What follows belongs to an exercise in optimizing a design on an open flow for small area; a production flow would make more cautious choices.
Where RTL was checked, it was by simulation tests only, not by an equivalence proof against the original.
For runs 1, 2 and 4, only the layout was checked, not whether the RTL still works.
The flow treats the clock pin as an ideal source, which a real chip does not have.
Power is estimated from default activity; no workload was simulated.

### design.v
`timescale 1ns / 1ps
module relu_lane (input [21:0] a, input [21:0] b, output [6:0] y);
wire [21:0] p = a ^ b;
wire [21:0] g = a & b;
wire [6:0] cl;
assign cl[1] = a[0] & b[0];
assign cl[2] = (a[1] & b[1]) | (a[1] & cl[1]) | (b[1] & cl[1]);
assign cl[3] = (a[2] & b[2]) | (a[2] & cl[2]) | (b[2] & cl[2]);
assign cl[4] = (a[3] & b[3]) | (a[3] & cl[3]) | (b[3] & cl[3]);
assign cl[5] = (a[4] & b[4]) | (a[4] & cl[4]) | (b[4] & cl[4]);
assign cl[6] = (a[5] & b[5]) | (a[5] & cl[5]) | (b[5] & cl[5]);
wire c6 = cl[6];
wire c7 = g[6] | (p[6] & c6);
wire s6 = p[6] ^ c6;
wire [8:0] c;
assign c[0] = c7;
wire Gx0 = g[8] | (p[8] & g[7]);
wire Px0 = p[8] & p[7];
wire Gx1 = g[10] | (p[10] & g[9]);
wire Px1 = p[10] & p[9];
wire Gx2 = g[12] | (p[12] & g[11]);
wire Px2 = p[12] & p[11];
wire Gx3 = g[14] | (p[14] & g[13]);
wire Px3 = p[14] & p[13];
wire Gx4 = g[9] | (p[9] & Gx0);
wire Px4 = p[9] & Px0;
wire Gx5 = Gx1 | (Px1 & Gx0);
wire Px5 = Px1 & Px0;
wire Gx6 = g[13] | (p[13] & Gx2);
wire Px6 = p[13] & Px2;
wire Gx7 = Gx3 | (Px3 & Gx2);
wire Px7 = Px3 & Px2;
wire Gx8 = g[11] | (p[11] & Gx5);
wire Px8 = p[11] & Px5;
wire Gx9 = Gx2 | (Px2 & Gx5);
wire Px9 = Px2 & Px5;
wire Gx10 = Gx6 | (Px6 & Gx5);
wire Px10 = Px6 & Px5;
wire Gx11 = Gx7 | (Px7 & Gx5);
wire Px11 = Px7 & Px5;
assign c[1] = g[7] | (p[7] & c7);
assign c[2] = Gx0 | (Px0 & c7);
assign c[3] = Gx4 | (Px4 & c7);
assign c[4] = Gx5 | (Px5 & c7);
assign c[5] = Gx8 | (Px8 & c7);
assign c[6] = Gx9 | (Px9 & c7);
assign c[7] = Gx10 | (Px10 & c7);
assign c[8] = Gx11 | (Px11 & c7);
wire [7:0] q = p[14:7] ^ c[7:0];
wire [6:0] k;
assign k[0] = s6;
assign k[1] = k[0] & q[0];
assign k[2] = k[1] & q[1];
assign k[3] = k[2] & q[2];
assign k[4] = k[3] & q[3];
assign k[5] = k[4] & q[4];
assign k[6] = k[5] & q[5];
wire sat = q[7] | (k[6] & q[6]);
wire [6:0] r = q[6:0] ^ k;
wire gh1 = g[16] | (p[16] & g[15]);
wire ph1 = p[16] & p[15];
wire gh2 = g[18] | (p[18] & g[17]);
wire ph2 = p[18] & p[17];
wire gh3 = g[20] | (p[20] & g[19]);
wire ph3 = p[20] & p[19];
wire gh = gh3 | (ph3 & (gh2 | (ph2 & gh1)));
wire ph = ph3 & ph2 & ph1;
wire c21 = gh | (ph & c[8]);
wire neg = g[21] | (p[21] & ~c21);
assign y = neg ? 7'd0 : (r | {7{sat}});
endmodule
`timescale 1ns / 1ps
module acc_bias_relu(
    input i_add4_end,
    input clk,
    input rst_n,
    input layer1,
    output o_acc_end,
    input [15:0] i_acc_bias_fm_col,
    input i_add4_valid,
    input signed [22*32-1:0] i_add4_data,
    input signed [22*32-1:0] i_bias,
    input [15:0] i_bias_addr_base,
    output [15:0] o_sel_bias_addr,
    output [8*32-1:0] o_acc_data_out,
    output o_acc_data_out_valid
    );
wire [7*32-1:0] res;
genvar k;
generate
    for (k = 0; k < 32; k = k + 1) begin : lane
        relu_lane u (.a(i_add4_data[22*k +: 22]), .b(i_bias[22*k +: 22]), .y(res[7*k +: 7]));
    end
endgenerate
reg [7*32-1:0] d1, d2, d3, d4, d5;
always @(posedge clk) begin
    d1 <= res;
    d2 <= d1;
    d3 <= d2;
    d4 <= d3;
    d5 <= d4;
end
reg [4:0] vld;
reg [15:0] sel_bias_addr_buf;
reg acc_end_ff1, acc_end_ff2;
always @(posedge clk) begin
    if (!rst_n) begin
        vld <= 0;
        sel_bias_addr_buf <= i_bias_addr_base;
        acc_end_ff1 <= 0;
        acc_end_ff2 <= 0;
    end else begin
        vld <= {vld[3:0], i_add4_valid};
        if (i_add4_end)
            sel_bias_addr_buf <= sel_bias_addr_buf + 16'd32;
        acc_end_ff1 <= i_add4_end;
        acc_end_ff2 <= acc_end_ff1;
    end
end
generate
    for (k = 0; k < 32; k = k + 1) begin : outb
        if (k < 16) begin : lo
            assign o_acc_data_out[8*k +: 8] = {1'b0, d5[7*k +: 7]};
        end else begin : hi
            assign o_acc_data_out[8*k +: 8] = {1'b0, d5[7*k +: 7] & {7{layer1}}};
        end
    end
endgenerate
assign o_acc_data_out_valid = vld[4];
assign o_sel_bias_addr = sel_bias_addr_buf;
assign o_acc_end = acc_end_ff2;
endmodule
### flow/run.sh
#!/bin/bash
# The standard layout (standard.sh) with these changes:
# - each port is buffered by the smallest buffer (buf_1), not the cell buffer_ports picks;
# - the clock tree is built with the clock_tree_synthesis arguments in CTS_ARGS;
# - synthesis maps the logic with flow/abc_speed.script (ABC), which recovers more area
#   than ORFS's own script; everything else in ORFS's scripts is unchanged.
# standard.sh writes each tool's full log under orfs/logs; its own output goes to standard.log.
set -euo pipefail
export BUFFER_PORTS_ARGS="-buffer_cell sky130_fd_sc_hd__buf_1"
export CTS_ARGS="-sink_clustering_enable -repair_clock_nets -buf_list sky130_fd_sc_hd__clkbuf_4 -sink_clustering_size 8 -sink_clustering_max_diameter 30 -dont_use_dummy_load"
rm -rf scripts && cp -r "$FLOW_HOME/scripts" scripts
cp flow/abc_speed.script scripts/abc_speed.script
export SCRIPTS_DIR="$PWD/scripts"
bash standard.sh > standard.log 2>&1
### flow/abc_speed.script
strash
dch
map -B 0.9
topo
stime -c
buffer -c
upsize -c
dnsize -c
&get -n
&st
&dch
&nf -R 1000
&put
buffer -c
topo
stime -c
upsize -c
dnsize -c
### standard.sh
#!/bin/bash
# synth_recipe.tcl (not shown) runs the flow's synth.tcl, then flattens the netlist and writes it again
# the make line also repeats each setting of config.mk as NAME=value (left out here)
make -C /OpenROAD-flow-scripts/flow DESIGN_CONFIG=/design/flow/config.mk WORK_HOME=/design/flow/orfs CLKGATE_MAP_FILE= SYNTH_SCRIPT=/design/flow/synth_recipe.tcl "${@:-finish}"
### config.mk
export PLATFORM = sky130hd
export DESIGN_NAME = acc_bias_relu
export DESIGN_NICKNAME = acc_bias_relu
export VERILOG_FILES = /design/flow/design.v
export SDC_FILE = /design/flow/constraint.sdc
export NUM_CORES = 4
export LEC_CHECK = 0
export CAP_MARGIN = 20
export CORE_AREA = 10 10 550 390
export DIE_AREA = 0 0 560 400
export SLEW_MARGIN = 40
### constraint.sdc
create_clock -name core_clock -period 5.0 [get_ports {clk}]
set_input_delay 1.0000 -clock core_clock [delete_from_list [all_inputs] [get_ports {clk}]]
set_output_delay 1.0000 -clock core_clock [all_outputs]
set_load 0.01 [all_outputs]
==> metrics.json, run 1 <==
{
  "grt_antenna_before_repair": 306,
  "cp-startpoint": "i_add4_data[661]",
  "clkTransAtPathRegs_ns": 0.07,
  "buffer_ports.inserted": 1670,
  "dieArea_um2": 224000,
  "rr_startpoint": "sel_bias_addr_buf[7]$_DFFE_PN_",
  "outcome": "finished clean",
  "relSlewSlack": 0.4800,
  "skew_ns": 0.1757,
  "crit_required_ns": 5.84,
  "ios": 1719,
  "cts_tree": "built",
  "maxCapViolCount": 0,
  "ys_seq_area_frac": 0.5048,
  "synth_enable_flop_cells": 16,
  "initialDrtViolationCount": 2480,
  "critical_path.startpoint_type": "input port",
  "peakVddDrop_mv": 0.2193,
  "inserted_clock_buffers": 205,
  "utilization": 0.2764,
  "dp.final_hpwl_um": 234500,
  "maxClockFrequency_mhz": 255.8,
  "tightestPinTransition_ns": 0.7698,
  "post_synth_inst_count": 3960,
  "synth_area_um2": 45640,
  "post_cts.resized_instances": 0,
  "post_synth_main_area_contributors": "dfxtp_1 (49%), ha_1 (19%), o21a_1 (3.6%)",
  "grtUsageTotal": 0.2162,
  "drcViolationCount": 0,
  "final_layout_size_suffix_gt1_frac": 0.04481,
  "setup_repair_after_global_routing_missed_its_margin": "no",
  "cpMaxStageDelayCell": "fa_1",
  "route.detailed.wl_per_inst_um": 30.20,
  "top_area_cell_type_share_of_the_netlist_area": 0.4943,
  "post-route-period-util": 0.7820,
  "clock_sinks": 1143,
  "setup-tns-final_ns": 0,
  "pin_count_of_the_biggest_net_entering_global_routing": 44,
  "holdCritPathClass": "reg -> reg",
  "gr-total-overflow": 0,
  "power.static_leakage_nw": 23.68,
  "setup_failing_eps_final": 0,
  "busiest_layer": "met2",
  "synth_async_sr_flop_share": 0,
  "dieHeight_um": 400,
  "grt_first_pass_wirelength_um": 328500,
  "pwr_cell_area_nw_per_um2": 384.5,
  "design.final.nets": 7951,
  "groute.layer.met3.usage": 0.06102,
  "synthToLayoutAreaGrowth_pct": 23.54,
  "slew_viol_final": 0,
  "yosysWarnings": 1,
  "timing.critical_path.cells": "buf_1 -> buf_4 -> a22oi_1 -> nor2_1 -> a221oi_1 -> o21ai_0 -> o21ai_0 -> buf_4 -> fa_1 -> inv_1 -> fa_1 -> ha_1 -> ha_1 -> ha_1 -> ha_1 -> ha_1 -> ha_1 -> ha_1 -> a21oi_1 -> o21ai_1 -> o21a_1",
  "min-delay-start": "d3[43]$_DFF_P_",
  "n_fill_cell": 21940,
  "synth_cell_types": 54,
  "use_met1": 0.2598,
  "vias": 37210,
  "whs_ns": 0.1805,
  "critPathTopFamily": "adder cells",
  "routed_via_density": 4.358,
  "cp_num_buf_inv": 4,
  "critPathMaxFanout": 7,
  "gpl.final_weighted_congestion": 1.034,
  "report.final.hold_viol_count": 0,
  "use_met2": 0.3805,
  "antenna_nets_post_route": 0,
  "synth_area_per_cell_um2": 11.53,
  "first_global_vias": 36640,
  "drt_wl_total_um": 257800,
  "num_rows": 139,
  "worstSkewPairLatency_ns": 1.15,
  "postSynthRegisterBits": 1143,
  "synthFlopType": "dfxtp_1",
  "floorplan.initialDensity": 0.2237,
  "die_w_um": 560,
  "critPathArrivalTime_ns": 4.75,
  "timing.critical_path.to_type": "flop",
  "period_needed_ns": 3.910,
  "design.core.area_um2": 204000,
  "first_pass_iteration_count_of_the_detailed_router": 5,
  "critPathKind": "in -> reg",
  "cp_slowest_stage_delay_ns": 0.43,
  "cp_common_cell": "ha_1",
  "yosys.area.top_type": "dfxtp_1"
}
power breakdown:
group          switching, mW  internal [mW]  leakage [nW]
logic                   2.77           1.81          13.1
registers              0.766           11.4          9.64
clock network           3.04           1.86         0.943
total                   6.58           15.1          23.7
state kept, by name (all words and copies together) (netlist names):
signal,flops
acc_end_ff1,1
d5,224
sel_bias_addr_buf,16
d2,224
d4,224
acc_end_ff2,1
vld,5
d1,224
d3,224
metal layers:
layer | wire length (um) | share of wire | vias up
met2 | 125800 | 0.49 | 1785
met5 | 364 | 0.0014 | -
met4 | 8426 | 0.033 | 62
li1 | - | - | 17460
met3 | 18800 | 0.073 | 633
met1 | 104500 | 0.41 | 17280
cell families (layout without fill, tap and decap cells):
family                   after synthesis  count (layout)  share of synthesized area
multiplexers                           1               1                  0.0002467
buffers and inverters                370            2114                    0.04227
flip-flops                          1143            1143                     0.5048
other                                  1              86                 0.00008216
adder cells (fa/ha/maj)              769             769                     0.2213
AND/OR/NAND/NOR                      497             497                    0.05502
AO/OA/AOI/OAI                        972             972                     0.1365
XOR/XNOR                             207             207                    0.03972
Yosys cell counts, types with 10 or more instances:
library cell and count:
dfxtp_1 1127, ha_1 705, a21oi_1 265, o21a_1 217
inv_1 196, buf_4 144, xnor2_1 136, and2_1 124
o21ai_0 110, nand2_1 105, nand3_1 96, nor2_1 80
xor2_1 71, fa_1 64, a22oi_1 63, o22ai_1 63
o21ai_1 60, a21o_1 54, a31oi_1 43, a221oi_1 32
clkbuf_1 30, nand4_1 29, nor3_1 24, a41oi_1 20
nand2b_1 20, edfxtp_1 16, o2111ai_1 12, nor2b_1 10
o211ai_1 10
per-stage QoR:
step | instance area (um^2) | setup slack [ns] | instances | power [mW]
2_1_floorplan | 45760 | 0.8345 | 3991 | 14.77
5_1_grt | 56310 | 1.034 | 8507 | 23.02
3_5_place_dp | 54570 | 0.1006 | 8267 | 16.99
6_report | 56390 | 1.090 | 8538 | 21.68
3_3_place_gp | 54570 | 0.07183 | 8267 | 16.96
4_1_cts | 56230 | 1.318 | 8484 | 22.04
placed cells by master (no fill, tap or decap), drive strengths merged, types with 3 or more instances in the layout:
cell | Yosys | final
buf | 144 | 1700
dfxtp | 1127 | 1127
ha | 705 | 705
a21oi | 266 | 266
o21a | 217 | 217
clkbuf | 30 | 206
inv | 196 | 196
o21ai | 173 | 173
xnor2 | 136 | 136
and2 | 124 | 124
nand2 | 106 | 106
nand3 | 97 | 97
nor2 | 81 | 81
xor2 | 71 | 71
fa | 64 | 64
a22oi | 63 | 63
o22ai | 63 | 63
diode | 0 | 54
a21o | 54 | 54
a31oi | 43 | 43
a221oi | 32 | 32
conb | 1 | 32
nand4 | 29 | 29
nor3 | 24 | 24
a41oi | 23 | 23
nand2b | 20 | 20
edfxtp | 16 | 16
o2111ai | 12 | 12
dlygate4sd3 | 0 | 12
nor2b | 10 | 10
o211ai | 10 | 10
a311oi | 3 | 3
final timing paths:
check                                     to  slack [ns]  depth (start not counted)
max                       d1[211]$_SDFF_PP0_        1.09                         21
min                           d4[43]$_DFF_P_        0.18                          0
max reg2reg  sel_bias_addr_buf[14]$_DFFE_PN_        2.95                          6
min reg2reg                   d4[43]$_DFF_P_        0.18                          0
cell type report:
class / count / area (um^2) / share of cell area
Inverter: 196 / 735.7 / 0.01305
Clock buffer: 205 / 1539 / 0.02729
Tap cell: 2749 / 3440 / 0.06100
Antenna cell: 54 / 135.1 / 0.002396
Sequential cell: 1143 / 23040 / 0.4086
Timing Repair Buffer: 1713 / 6683 / 0.1185
Multi-Input combinational cell: 2478 / 20810 / 0.3691
what timing repair did:
action                     4_1_cts  5_1_grt
setup endpoints to repair        0        0
buffers inserted                 0        0
hold endpoints to repair        12        0
hold buffers                    12        0
worst reg2reg max path, stage by stage (launching register included):
cell and delay (ns):
edfxtp_1 0.44, and3_1 0.24, nand2_1 0.09, nor2_1 0.26, nand4_1 0.36, xor2_1 0.26
a21oi_1 0.08
==> run 2, diff against run 1 <==
--- a/flow/run.sh
+++ b/flow/run.sh
@@ -8,5 +8,5 @@
 set -euo pipefail
 export BUFFER_PORTS_ARGS="-buffer_cell sky130_fd_sc_hd__buf_1"
-export CTS_ARGS="-sink_clustering_enable -repair_clock_nets -buf_list sky130_fd_sc_hd__clkbuf_4 -sink_clustering_size 8 -sink_clustering_max_diameter 30 -dont_use_dummy_load"
+export CTS_ARGS="-sink_clustering_enable -repair_clock_nets -buf_list sky130_fd_sc_hd__clkbuf_8 -sink_clustering_size 16 -sink_clustering_max_diameter 40 -dont_use_dummy_load"
 rm -rf scripts && cp -r "$FLOW_HOME/scripts" scripts
 cp flow/abc_speed.script scripts/abc_speed.script
==> run 2 against run 1 <==
Net effect:
- synthesized cell count is the same
- register-to-register slack gained 0.03 ns
- die area is the same
- final area is essentially flat
- area after synthesis is the same
- sequential power is essentially flat
- critical path depth is the same
- combinational power is essentially flat
- critical endpoint unchanged
- largest cell class unchanged
- largest power group unchanged
- highest routed layer unchanged
==> metrics.json, run 2 <==
{
  "outcome": "finished clean",
  "synth_xor_area_frac": 0.03972,
  "holdCritPathClass": "reg -> reg",
  "cp-startpoint": "i_add4_data[661]",
  "ctsHoldBuffers": 0,
  "inserted_clock_buffers": 121,
  "worstSetupEndpoint": "d1[211]$_SDFF_PP0_",
  "crit_required_ns": 5.57,
  "setup_repair_after_global_routing_missed_its_margin": "no",
  "grt_antenna_before_repair": 303,
  "synth_enable_flop_cells": 16,
  "synth-simple-area-share": 0.05502,
  "synth_cell_types": 54,
  "gr-total-overflow": 0,
  "drcViolationCount": 0,
  "crit-reg2reg-capture": "sel_bias_addr_buf[15]$_DFFE_PN_",
  "setup_failing_eps_final": 0,
  "routed_via_density": 4.342,
  "ys_seq_area_frac": 0.5048,
  "post_synth_mux_area_share": 0.0002467,
  "dieArea_um2": 224000,
  "maxCapViolCount": 0,
  "buffer_ports.inserted": 1670,
  "relSlewSlack": 0.4864,
  "slew_viol_final": 0,
  "ios": 1719,
  "synth_top_family_by_area": "adder cells",
  "vias": 36670,
  "synthTopCellsByCount": "dfxtp_1 (1,127), ha_1 (705), a21oi_1 (265), o21a_1 (217), inv_1 (196)",
  "critPathKind": "in -> reg",
  "synth_area_um2": 45640,
  "synth-compound-area-share": 0.1365,
  "grt_first_pass_wirelength_um": 326800,
  "critPathMaxFanout": 7,
  "synthToLayoutAreaGrowth_pct": 23.56,
  "worstSkewPairLatency_ns": 0.86,
  "report.final.hold_viol_count": 0,
  "rrSetupSlack_ns": 2.98,
  "first_global_vias": 35820,
  "design.core.area_um2": 204000,
  "setup-tns-final_ns": 0,
  "gpl.final_weighted_congestion": 1.034,
  "post_cts.resized_instances": 0,
  "first_pass_iteration_count_of_the_detailed_router": 5,
  "num_rows": 139,
  "route.detailed.wl_per_inst_um": 30.42,
  "commonest_non_fill_non_tap_cell_in_the_layout": "buf_1",
  "postSynthRegisterBits": 1143,
  "final_layout_size_suffix_gt1_frac": 0.03068,
  "design.final.nets": 7855,
  "top_area_cell_type_share_of_the_netlist_area": 0.4943,
  "critical_path.startpoint_type": "input port",
  "floorplan.initialDensity": 0.2237,
  "clock_sinks": 1143,
  "post-cts-setup-buffer-count": 0,
  "pwr_cell_area_nw_per_um2": 387.6,
  "yosys.area.top_type": "dfxtp_1",
  "post-layout-total-power_mw": 21.86,
  "die_w_um": 560,
  "most-common-layout-cells": "buf_1 (1,667), dfxtp_1 (1,127), ha_1 (705)",
  "yosys.area_share.adder": 0.2213,
  "synth_async_sr_flop_share": 0,
  "initialDrtViolationCount": 2349,
  "post_synth_main_area_contributors": "dfxtp_1 (49%), ha_1 (19%), o21a_1 (3.6%)",
  "dp.final_hpwl_um": 234500,
  "post_synth_inst_count": 3960,
  "peakVddDrop_mv": 0.2524,
  "critPathArrivalTime_ns": 4.78,
  "timing.critical_path.to_type": "flop",
  "yosysWarnings": 1,
  "synthFlopType": "dfxtp_1",
  "antenna_nets_post_route": 0,
  "synth_area_per_cell_um2": 11.53,
  "clkTransAtPathRegs_ns": 0.07,
  "maxClockFrequency_mhz": 237.8,
  "synth.most_common_cell": "dfxtp_1",
  "grtUsageTotal": 0.2153,
  "period_needed_ns": 4.205,
  "post-route-period-util": 0.8410,
  "drt_wl_total_um": 256900,
  "pin_count_of_the_biggest_net_entering_global_routing": 44,
  "power.static_leakage_nw": 23.55,
  "rr_startpoint": "sel_bias_addr_buf[5]$_DFFE_PN_",
  "r2r_cells": 8,
  "tightestPinTransition_ns": 0.7604,
  "skew_ns": 0.1184,
  "cts_tree": "built",
  "dieHeight_um": 400
}
-- run 2: cell counts after synthesis --
No cell type changed its count.
-- run 2: routing by layer --
metal  global-route usage  vias up  wire, um
li1                     -    17210         -
met1               0.2618    17070    104700
met2               0.3812     1684    125200
met3              0.05660      635     18210
met4              0.04810       68      8398
met5                    0        -       423
-- run 2: cell type report --
class                           instances  area [um^2]
Tap cell                             2749         3440
Fill cell                           21870       147600
Sequential cell                      1143        23040
Inverter                              196        735.7
Antenna cell                           56        140.1
Clock buffer                          121         1665
Multi-Input combinational cell       2478        20810
Timing Repair Buffer                 1701         6563
-- run 2: worst min path at each step --
stage	from	to	cells past startpoint
after floorplan	d1[0]$_SDFF_PP0_	d2[0]$_DFF_P_	0
after global placement	d1[97]$_SDFF_PP0_	d2[97]$_DFF_P_	0
after detailed placement	d2[67]$_DFF_P_	d3[67]$_DFF_P_	0
after CTS	i_add4_valid	vld[0]$_SDFF_PN0_	2
after global routing	d3[47]$_DFF_P_	d4[47]$_DFF_P_	0
final	d3[47]$_DFF_P_	d4[47]$_DFF_P_	0
-- run 2: cells by family (layout without fill, tap and decap cells) --
logic type                 after synthesis  in the layout
other                                    1             88
muxes                                    1              1
and+or+nand+nor                        497            497
AOI/OAI and AO/OA                      972            972
buffers and inverters                  370           2018
xor gates and xnor gates               207            207
adders and majority gates              769            769
DFF                                   1143           1143
-- run 2: critical path: stages --
cell and delay (ns):
buf_1 0.09, buf_4 0.16, a22oi_1 0.18, nor2_1 0.06, a221oi_1 0.23, o21ai_0 0.11
o21ai_0 0.14, buf_4 0.23, fa_1 0.21, inv_1 0.06, fa_1 0.43, ha_1 0.21
ha_1 0.18, ha_1 0.18, ha_1 0.18, ha_1 0.18, ha_1 0.18, ha_1 0.19
a21oi_1 0.10, o21ai_1 0.22, o21a_1 0.25
-- run 2: metrics by stage --
step                utilization  setup slack [ns]  instance area [um^2]  std cells  hold slack, ns
CTS                      0.2757            0.9523                 56240       8388          0.2005
detailed placement       0.2675            0.1006                 54570       8267          0.3121
finish                   0.2765            0.7950                 56400       8444          0.2315
global route             0.2760            0.6890                 56310       8410          0.2219
floorplan                     -            0.8345                 45760       3991          0.3096
global placement         0.2675           0.07183                 54570       8267          0.3101
-- run 2: power breakdown --
group / switching, mW / internal (mW)
Clock: 2.97 / 2.12
Sequential: 0.773 / 11.4
Combinational: 2.77 / 1.81
==> run 3, diff against run 2 <==
--- a/design.v
+++ b/design.v
@@ -58,13 +58,13 @@
 wire sat = q[7] | (k[6] & q[6]);
 wire [6:0] r = q[6:0] ^ k;
-wire gh1 = g[16] | (p[16] & g[15]);
-wire ph1 = p[16] & p[15];
-wire gh2 = g[18] | (p[18] & g[17]);
-wire ph2 = p[18] & p[17];
-wire gh3 = g[20] | (p[20] & g[19]);
-wire ph3 = p[20] & p[19];
-wire gh = gh3 | (ph3 & (gh2 | (ph2 & gh1)));
-wire ph = ph3 & ph2 & ph1;
-wire c21 = gh | (ph & c[8]);
+wire [6:0] ch;
+assign ch[0] = c[8];
+assign ch[1] = g[15] | (p[15] & ch[0]);
+assign ch[2] = g[16] | (p[16] & ch[1]);
+assign ch[3] = g[17] | (p[17] & ch[2]);
+assign ch[4] = g[18] | (p[18] & ch[3]);
+assign ch[5] = g[19] | (p[19] & ch[4]);
+assign ch[6] = g[20] | (p[20] & ch[5]);
+wire c21 = ch[6];
 wire neg = g[21] | (p[21] & ~c21);
 assign y = neg ? 7'd0 : (r | {7{sat}});
@@ -95,5 +95,5 @@
 reg [7*32-1:0] d1, d2, d3, d4, d5;
 always @(posedge clk) begin
-    d1 <= res;
+    d1 <= {~res[7*32-1:7*16], res[7*16-1:0]};
     d2 <= d1;
     d3 <= d2;
@@ -123,5 +123,5 @@
             assign o_acc_data_out[8*k +: 8] = {1'b0, d5[7*k +: 7]};
         end else begin : hi
-            assign o_acc_data_out[8*k +: 8] = {1'b0, d5[7*k +: 7] & {7{layer1}}};
+            assign o_acc_data_out[8*k +: 8] = {1'b0, ~(d5[7*k +: 7] | {7{~layer1}})};
         end
     end
==> flow/run.sh (replaced) <==
#!/bin/bash
# The standard layout (standard.sh: ORFS with synth_recipe.tcl), with these changes:
# - each port is buffered by the smallest buffer (buf_1), not the cell buffer_ports picks;
# - the clock tree is built with the clock_tree_synthesis arguments in CTS_ARGS;
# - synthesis leaves adders to ABC (no extract_fa step) and maps the logic with
#   flow/abc_speed.script, which recovers more area than ORFS's own script.
#   The registers are mapped exactly as in the standard synthesis (that happens before ABC).
# Every other ORFS script is used unchanged, from a copy in ./scripts.
# ORFS writes each tool's full log under orfs/logs; standard.sh's output goes to standard.log.
set -euo pipefail
export BUFFER_PORTS_ARGS="-buffer_cell sky130_fd_sc_hd__buf_1"
export CTS_ARGS="-sink_clustering_enable -repair_clock_nets -buf_list sky130_fd_sc_hd__clkbuf_4 -sink_clustering_size 12 -sink_clustering_max_diameter 35 -dont_use_dummy_load"
rm -rf scripts
cp -r "$FLOW_HOME/scripts" scripts
cp flow/abc_speed.script scripts/abc_speed.script
# skip the full/half adder extraction: the condition line becomes a constant 0
grep -q '^  \[dont_use_adder_kinds\] ne "none"$' scripts/synth.tcl
sed -i 's/^  \[dont_use_adder_kinds\] ne "none"$/  0/' scripts/synth.tcl
export SCRIPTS_DIR="$PWD/scripts"
bash standard.sh > standard.log 2>&1
==> flow/abc_speed.script (replaced) <==
strash
&get -n
&st
&dch
&nf -R 1000
&put
&get -n
&st
&dch -f
&nf -R 1000
&put
topo
stime -c
buffer -c
upsize -c
dnsize -c
==> run 3 against run 2 <==
Net effect:
- still clean
- hold slack got worse by 0.070 ns
- final cell count grew 2.5%
- critical path depth grew 3
- sequential power is essentially flat
- first-iteration DRC count grew 33%
- global-route usage shrank 1.9 points
- final area down 5.5%
- via count increased by 1.9%
- clock power decreased by 17%
- largest power group unchanged
==> metrics.json, run 3 <==
{
  "worstSkewPairLatency_ns": 1.17,
  "first_global_vias": 35210,
  "peakVddDrop_mv": 0.2230,
  "power.static_leakage_nw": 19.21,
  "relSlewSlack": 0.4680,
  "top_area_cell_type_share_of_the_netlist_area": 0.5438,
  "gpl.final_weighted_congestion": 1.057,
  "dieArea_um2": 224000,
  "synth_enable_flop_cells": 16,
  "maxCapViolCount": 0,
  "cts_tree": "built",
  "synth_area_um2": 41490,
  "post_cts.resized_instances": 0,
  "commonest_non_fill_non_tap_cell_in_the_layout": "buf_1",
  "clock_sinks": 1143,
  "grt_first_pass_wirelength_um": 301400,
  "dieHeight_um": 400,
  "pwr_cell_area_nw_per_um2": 385.3,
  "dpl_worst_slack_ns": -0.6947,
  "synthFlopType": "dfxtp_1",
  "buffer_ports.inserted": 1670,
  "yosys.area.top_type": "dfxtp_1",
  "synthToLayoutAreaGrowth_pct": 28.45,
  "yosysWarnings": 1,
  "initialDrtViolationCount": 3114,
  "num_rows": 139,
  "drcViolationCount": 0,
  "final_design_area_no_fill_um2": 53300,
  "die_w_um": 560,
  "synthTopCellsByCount": "dfxtp_1 (1,127), xnor2_1 (406), xor2_1 (274), nor2_1 (244), a21oi_1 (230)",
  "maxClockFrequency_mhz": 211.7,
  "first_pass_iteration_count_of_the_detailed_router": 6,
  "holdCritPathClass": "reg -> reg",
  "skew_ns": 0.1624,
  "postSynthRegisterBits": 1143,
  "post_synth_inst_count": 3911,
  "post_synth_main_area_contributors": "dfxtp_1 (54%), xnor2_1 (8.6%), xor2_1 (5.8%)",
  "ios": 1719,
  "setup_failing_eps_final": 0,
  "post-route-period-util": 0.9449,
  "place_area_um2": 51720,
  "antenna_nets_post_route": 0,
  "synth.most_common_cell": "dfxtp_1",
  "critPathKind": "in -> reg",
  "post-layout-total-power_mw": 20.54,
  "critPathMaxFanout": 7,
  "whs_ns": 0.1619,
  "period_needed_ns": 4.724,
  "design.final.nets": 7275,
  "routed_via_density": 4.318,
  "report.final.hold_viol_count": 0,
  "synth_area_per_cell_um2": 10.61,
  "setup_repair_after_global_routing_missed_its_margin": "no",
  "timing.critical_path.to_type": "flop",
  "synth_async_sr_flop_share": 0,
  "most-common-layout-cells": "buf_1 (1,666), dfxtp_1 (1,127), xnor2_1 (406)",
  "grt_antenna_before_repair": 201,
  "slew_viol_final": 0,
  "outcome": "finished clean",
  "post-cts-setup-buffer-count": 0,
  "pin_count_of_the_biggest_net_entering_global_routing": 82,
  "gr-total-overflow": 0,
  "setup-tns-final_ns": 0,
  "clkTransAtPathRegs_ns": 0.12,
  "utilization": 0.2613,
  "critical_path.startpoint_type": "input port",
  "design.core.area_um2": 204000,
  "route.detailed.wl_per_inst_um": 27.24,
  "synth_cell_types": 51,
  "final_layout_size_suffix_gt1_frac": 0.07155,
  "setup_ws_ns": 0.2757,
  "fin_cells": 8651,
  "floorplan.initialDensity": 0.2034,
  "dp.final_hpwl_um": 213400,
  "dp_cells": 8400,
  "ys_seq_area_frac": 0.5553,
  "grtUsageTotal": 0.1961,
  "critPathArrivalTime_ns": 5.63,
  "inserted_clock_buffers": 154,
  "crit_required_ns": 5.91,
  "vias": 37360,
  "drt_wl_total_um": 235700,
  "tightestPinTransition_ns": 0.7963,
  "n_fill_cell": 22340
}
run 3: layer usage:
layer / track usage / wire length [um] / share of wire / vias up
li1: - / - / - / 17460
met1: 0.2566 / 102400 / 0.43 / 17610
met2: 0.3140 / 106400 / 0.45 / 1847
met3: 0.06883 / 21420 / 0.091 / 376
met4: 0.03768 / 5092 / 0.022 / 56
met5: 0 / 357 / 0.0015 / -
run 3: cells by family after synthesis:
logic type / synth area share
AOI/OAI and AO/OA: 0.1519
DFF: 0.5553
and+or+nand+nor: 0.09176
buffers and inverters: 0.02795
other: 0.00009038
xor gates and xnor gates: 0.1435
adders and majority gates: 0.02940
run 3: report_power, final:
group / leakage [nW] / total [mW] / switching, mW / internal (mW)
sequential: 9.64 / 11.9 / 0.706 / 11.2
combinational: 8.86 / 4.45 / 2.62 / 1.83
clock: 0.709 / 4.21 / 2.81 / 1.41
run 3: path summary, 6_finish.rpt:
check | startpoint | endpoint | slack [ns] | cells past startpoint
max | i_bias[374] | d1[119]$_DFF_P_ | 0.28 | 24
max reg2reg | sel_bias_addr_buf[5]$_DFFE_PN_ | sel_bias_addr_buf[15]$_DFFE_PN_ | 3.09 | 6
min reg2reg | d2[58]$_DFF_P_ | d3[58]$_DFF_P_ | 0.16 | 0
min | d2[58]$_DFF_P_ | d3[58]$_DFF_P_ | 0.16 | 0
run 3: final cells by class:
cell class / instances / area, um^2 / share of cell area
Inverter: 6 / 22.52 / 0.0004226
Antenna cell: 74 / 185.2 / 0.003474
Clock buffer: 154 / 1156 / 0.02169
Sequential cell: 1143 / 23040 / 0.4323
Timing Repair Buffer: 1891 / 8038 / 0.1508
Multi-Input combinational cell: 2634 / 17410 / 0.3267
Tap cell: 2749 / 3440 / 0.06454
run 3: critical path: stages:
cell      delay [ns]
buf_1           0.28
a22oi_1         0.24
nor2_1          0.07
a221oi_1        0.24
o21ai_1         0.11
o21ai_0         0.11
buf_4           0.21
o21ai_1         0.09
a22oi_1         0.36
buf_4           0.19
o21ai_1         0.07
maj3_1          0.38
maj3_2          0.34
maj3_1          0.38
maj3_1          0.39
nand3_1         0.08
a31oi_1         0.07
a221oi_1        0.24
nor2_1          0.08
a221oi_1        0.21
o22ai_1         0.12
a21oi_1         0.15
a21oi_2         0.08
o21ai_0         0.09
run 3: timing repair:
| item | in CTS | in global routing |
|---|---|---|
| setup endpoints to repair | 0 | 0 |
| hold buffers | 23 | 0 |
| hold endpoints to repair | 27 | 0 |
==> run 4, diff against run 3 <==
==> design.v (replaced) <==
`timescale 1ns / 1ps
module acc_syn_fifo #(
    parameter WIDTH = 8 * 32,
    parameter AW    = 3
) (
    input              clk,
    input              rst_n,
    input  [WIDTH-1:0] din,
    input              wr_en,
    input              rd_en,
    output reg [WIDTH-1:0] dout,
    output             full,
    output             empty
);
reg [WIDTH-1:0] mem [0:(1<<AW)-1];
reg [AW:0] wr_ptr;
reg [AW:0] rd_ptr;
assign empty = (wr_ptr == rd_ptr);
assign full  = (wr_ptr[AW-1:0] == rd_ptr[AW-1:0]) && (wr_ptr[AW] != rd_ptr[AW]);
always @(posedge clk) begin
    if (wr_en && !full)
        mem[wr_ptr[AW-1:0]] <= din;
end
always @(posedge clk) begin
    if (!rst_n) begin
        wr_ptr <= 0;
        rd_ptr <= 0;
        dout <= 0;
    end else begin
        if (wr_en && !full)
            wr_ptr <= wr_ptr + 1'b1;
        if (rd_en && !empty) begin
            dout <= mem[rd_ptr[AW-1:0]];
            rd_ptr <= rd_ptr + 1'b1;
        end
    end
end
endmodule
`timescale 1ns / 1ps
module acc_bias_relu(
    input i_add4_end,                
    input clk,                      
    input rst_n,                    
    input layer1,                   
    output o_acc_end,               
    input [15:0] i_acc_bias_fm_col,  
    input i_add4_valid,             
    input signed [22*32-1:0] i_add4_data,  
    input signed [22*32-1:0] i_bias,      
    input [15:0] i_bias_addr_base,         
    output [15:0] o_sel_bias_addr,         
    output [8*32-1:0] o_acc_data_out,     
    output o_acc_data_out_valid             
    );
reg signed [23*32-1:0] add4_bias_buf;       
reg [8*32-1:0] data_out_buf;                 
reg [15:0] sel_bias_addr_buf;                
reg add4_valid_ff1;                         
reg add4_valid_ff2;                         
reg acc_end_ff1;                            
reg acc_end_ff2;                            
integer i;                                  
integer j;                                  
always @(posedge clk) begin
    if (!rst_n) begin
        add4_bias_buf <= 0;
        data_out_buf <= 0;
        add4_valid_ff1 <= 0;
        add4_valid_ff2 <= 0;
        sel_bias_addr_buf <= i_bias_addr_base;
        acc_end_ff1 <= 0;
        acc_end_ff2 <= 0;
    end else begin
        if (i_add4_valid == 1) begin
            for (i = 0; i < 32; i = i + 1) begin
                add4_bias_buf[23 * i +: 23] <= $signed(i_bias[22 * i +: 22]) + $signed(i_add4_data[22 * i +: 22]);
            end
            add4_valid_ff1 <= 1;
        end else begin
            add4_valid_ff1 <= 0;
        end
        if (add4_valid_ff1) begin
            for (j = 0; j < 32; j = j + 1) begin
                data_out_buf[8 * j +: 8] <= ($signed(add4_bias_buf[23 * j +: 23]) < 0) ? 0 : (add4_bias_buf[23 * j + 7 +: 8] >= 127) ? 8'b01111111 : (add4_bias_buf[23 * j + 6] ? (add4_bias_buf[23 * j + 7 +: 8] + 1) : add4_bias_buf[23 * j + 7 +: 8]);
            end
            add4_valid_ff2 <= add4_valid_ff1;
        end else begin
            add4_valid_ff2 <= 0;
        end
        if (i_add4_end) begin
            sel_bias_addr_buf <= sel_bias_addr_buf + 32;
            acc_end_ff1 <= 1;
        end else begin
            acc_end_ff1 <= 0;
        end
        acc_end_ff2 <= acc_end_ff1;
    end
end
wire [8 * 32 - 1:0] fifo_out;            
reg [15:0] wr_cnt;                      
reg [15:0] rd_cnt;                      
reg rd_en;                               
reg out_valid;                           
wire full;                              
wire empty;                             
always @(posedge clk) begin
    if (!rst_n) begin
        wr_cnt <= 0;
        rd_cnt <= 0;
        rd_en <= 0;
        out_valid <= 0;
    end else begin
        if (add4_valid_ff2) begin
            wr_cnt <= wr_cnt + 1;
        end
        if (wr_cnt >= 1) begin
            rd_en <= 1;
            rd_cnt <= rd_cnt + 1;
        end
        if (rd_cnt == i_acc_bias_fm_col) begin
            rd_en <= 0;
            wr_cnt <= 0;
            rd_cnt <= 0;
        end
        out_valid <= rd_en;
    end
end
acc_syn_fifo acc_syn_fifo_ins (
    .clk(clk),
    .rst_n(rst_n),
    .din(data_out_buf),
    .wr_en(add4_valid_ff2),
    .rd_en(rd_en),
    .dout(fifo_out),
    .full(full),
    .empty(empty)
);
assign o_acc_data_out = layer1 == 1 ? fifo_out : fifo_out[8 * 16 - 1:0];  
assign o_acc_data_out_valid = out_valid;  
assign o_sel_bias_addr = sel_bias_addr_buf;  
assign o_acc_end = acc_end_ff2;  
endmodule
==> run.sh (new file) <==
#!/bin/bash
# synth_recipe.tcl (not shown) runs the flow's synth.tcl, then flattens the netlist and writes it again
# the make line also repeats each setting of config.mk as NAME=value (left out here)
make -C /OpenROAD-flow-scripts/flow DESIGN_CONFIG=/design/flow/config.mk WORK_HOME=/design/flow/orfs CLKGATE_MAP_FILE= SYNTH_SCRIPT=/design/flow/synth_recipe.tcl finish
--- a/config.mk
+++ b/config.mk
@@ -7,5 +7,5 @@
 export LEC_CHECK = 0
 export CAP_MARGIN = 20
-export CORE_AREA = 10 10 550 390
-export DIE_AREA = 0 0 560 400
+export CORE_AREA = 10 10 650 450
+export DIE_AREA = 0 0 660 460
 export SLEW_MARGIN = 40
removed: flow/run.sh
removed: flow/abc_speed.script
removed: standard.sh
==> run 4 against run 3 <==
Net effect:
- global-route usage up 18 points
- power rose to 2.8 times the previous value
- non-clock buffer count down 51
- sequential power up 130%
- critical path depth down 20
- critical path type is now in -> out
- first-iteration DRC count rose to 3.9 times the previous value
- combinational power up 59%
- critical endpoint is now o_acc_data_out[212]
- clock-buffer cell count up 240
- sequential share of layout area up 5.2 points
- synthesized cell count up 150%
- maximum frequency up 25%
- largest cell class unchanged
- routed wire length rose to 2.5 times the previous value
==> metrics.json, run 4 <==
{
  "dpl_worst_slack_ns": 0.6767,
  "post_synth_main_area_contributors": "edfxtp_1 (46%), dfxtp_1 (13%), mux4_2 (8.6%)",
  "ios": 1719,
  "synth.most_common_cell": "edfxtp_1",
  "critPathKind": "in -> out",
  "gr-total-overflow": 0,
  "setup_failing_eps_final": 0,
  "synth_cell_types": 78,
  "place_area_um2": 154500,
  "critPathMaxFanout": 80,
  "min-delay-start": "add4_bias_buf[175]$_SDFFE_PN0P_",
  "initialDrtViolationCount": 12270,
  "gpl.final_weighted_congestion": 1.020,
  "setup_ws_ns": 1.217,
  "ctsHtreeMaxLevel": 5,
  "grt_antenna_before_repair": 285,
  "postSynthRegisterBits": 2942,
  "utilization": 0.5865,
  "dieArea_um2": 303600,
  "first_pass_iteration_count_of_the_detailed_router": 6,
  "critPathTopFamily": "buffers and inverters",
  "pin_count_of_the_biggest_net_entering_global_routing": 140,
  "post_cts.resized_instances": 0,
  "relSlewSlack": 0.3405,
  "outcome": "finished clean",
  "cts_tree": "built",
  "synthToLayoutAreaGrowth_pct": 23.07,
  "most-common-layout-cells": "edfxtp_1 (2,064), clkdlybuf4s50_1 (1,710), dfxtp_1 (873)",
  "yosys.area.top_type": "edfxtp_1",
  "synth_area_per_cell_um2": 13.91,
  "synth_async_sr_flop_share": 0,
  "buffer_ports.inserted": 1718,
  "yosysWarnings": 2,
  "peakVddDrop_mv": 0.2558,
  "maxCapViolCount": 0,
  "synth_area_um2": 133500,
  "critPathArrivalTime_ns": 2.78,
  "inserted_clock_buffers": 289,
  "skew_ns": 0.04422,
  "routed_via_density": 6.257,
  "final_design_area_no_fill_um2": 164300,
  "design.core.area_um2": 280200,
  "route.detailed.wl_per_inst_um": 38.86,
  "synthFlopType": "edfxtp_1",
  "pwr_cell_area_nw_per_um2": 345.5,
  "num_rows": 161,
  "cp_slowest_stage_delay_ns": 0.62,
  "tightestPinTransition_ns": 0.9618,
  "timing.critical_path.cells": "buf_4 -> buf_12 -> and2_1 -> clkdlybuf4s50_1",
  "period_needed_ns": 3.783,
  "maxClockFrequency_mhz": 264.4,
  "grt_first_pass_wirelength_um": 781900,
  "die_w_um": 660,
  "slew_viol_final": 0,
  "setup-tns-final_ns": 0,
  "clock_path_buffers": 4,
  "post_synth_inst_count": 9599,
  "post-cts-setup-buffer-count": 0,
  "dieHeight_um": 460,
  "grtUsageTotal": 0.3775,
  "drt_wl_total_um": 592500,
  "vias": 95420,
  "flip_flop_count_of_the_largest_register_after_layout": 2048,
  "clock_tree.root_cell": "clkbuf_16",
  "cp-startpoint": "layer1",
  "power.static_leakage_nw": 56.15,
  "rr_startpoint": "acc_syn_fifo_ins.rd_ptr[1]$_SDFFE_PN0P_",
  "timing.critical_path.to_type": "output port",
  "cpMaxStageDelayCell": "clkdlybuf4s50_1",
  "clock_sinks": 2942,
  "first_global_vias": 88800,
  "dp.final_hpwl_um": 460400,
  "crit_required_ns": 4.00,
  "post-route-period-util": 0.7565,
  "design.final.nets": 13300,
  "commonest_non_fill_non_tap_cell_in_the_layout": "edfxtp_1",
  "ctsHoldBuffers": 0,
  "drcViolationCount": 0,
  "synth_enable_flop_cells": 2064,
  "post-layout-total-power_mw": 56.77,
  "setup_repair_after_global_routing_missed_its_margin": "no",
  "top_area_cell_type_share_of_the_netlist_area": 0.4642,
  "holdCritPathClass": "reg -> reg",
  "worstSkewPairLatency_ns": 0.87,
  "cp_num_buf_inv": 3,
  "antenna_nets_post_route": 0,
  "final_layout_size_suffix_gt1_frac": 0.1021,
  "report.final.hold_viol_count": 0,
  "floorplan.initialDensity": 0.4765,
  "ys_seq_area_frac": 0.5958,
  "synthTopCellsByCount": "edfxtp_1 (2,064), dfxtp_1 (878), nor2_1 (850), ha_1 (711), mux2i_1 (568)",
  "critical_path.startpoint_type": "input port",
  "clkTransAtPathRegs_ns": 0.07
}
-- run 4: final cells by class --
cell class,count,area (um^2)
well taps,3749,4691
flip-flops and latches,2942,79570
fillers,21880,115900
repair buffers,1840,18980
multi-input cells,5935,50840
clock inverters,131,1388
diodes,122,305.3
clock buffers,394,8036
inverters,136,523.0
-- run 4: worst reg2reg max path: stages (launching register included) --
cell and delay [ns]:
dfxtp_4 0.82, xor2_1 0.25, o41a_1 0.35, nand2b_4 0.15, nor3_4 0.65, buf_4 0.72
-- run 4: cell families (layout without fill, tap and decap cells) --
family	count (synthesis)	after routing	share of synthesized area
mux	1088	1088	0.1296
compound gates	1666	1666	0.08259
simple gates	2028	2028	0.07153
fa+ha+maj	711	711	0.06662
buf+inv	722	2501	0.02487
flops	2942	2942	0.5958
xor+xnor	442	442	0.02899
other cells	0	122	0
-- run 4: where the power goes --
group	internal, mW	switching [mW]
Sequential	26.6	0.851
Combinational	3.12	3.95
Clock	12.6	9.58
Total	42.4	14.4
-- run 4: final timing paths --
kind                            slack, ns  cells after the start                                endpoint
worst max-delay path                 1.22                      4                     o_acc_data_out[212]
worst min-delay path                 0.48                      2         add4_bias_buf[175]$_SDFFE_PN0P_
worst max register to register       1.58                      5  acc_syn_fifo_ins.mem[0][169]$_DFFE_PP_
worst min register to register       0.48                      2         add4_bias_buf[175]$_SDFFE_PN0P_
-- run 4: through the flow --
step / instances / hold WS, ns
finish: 15250 / 0.4835
global route: 15190 / 0.5120
CTS: 15120 / 0.4818
detailed placement: 14600 / 0.4667
global placement: 14590 / 0.4660
floorplan: 9599 / 0.4119
-- run 4: layer usage --
metal,vias to the layer above,global-route usage,part of all wire
met5,-,0,0.00046
met2,5827,0.5479,0.43
met4,42,0.1951,0.061
met3,1034,0.1059,0.12
met1,48350,0.5175,0.40
li1,40170,-,-

## port drivers added, routing unchanged
In the flow no input, the clock included, has a driving cell. The finished layouts below were timed again as built, in two steps. Step 1, drivers: a clkbuf_16 drives clk and a buf_2 each remaining input, both assumed. Step 2, shift: input delay + t, output delay - t, t = (earliest + latest rising clock arrival at the registers) / 2. This alone moves slack from input paths to output paths. Three values: ideal, step 1, step 2; two values: the first two.
run | t, ns | slack for setup (ns) | latest minus earliest clock arrival (ns)
run 1 | 1.137 | 1.090 / 1.149 / 0.012 | 0.204 / 0.204
run 2 | 0.867 | 0.795 / 0.854 / -0.013 | 0.191 / 0.191
run 3 | 1.142 | 0.276 / 0.314 / -0.828 | 0.219 / 0.220
run 4 | 0.968 | 1.217 / 1.184 / 0.542 | 0.053 / 0.053
Met with ideal ports but missed after step 2: setup timing in run 2 and run 3. For run 3, which loses most, drivers alone change the setup slack by +0.038 ns; drivers and shift together by -1.104 ns.
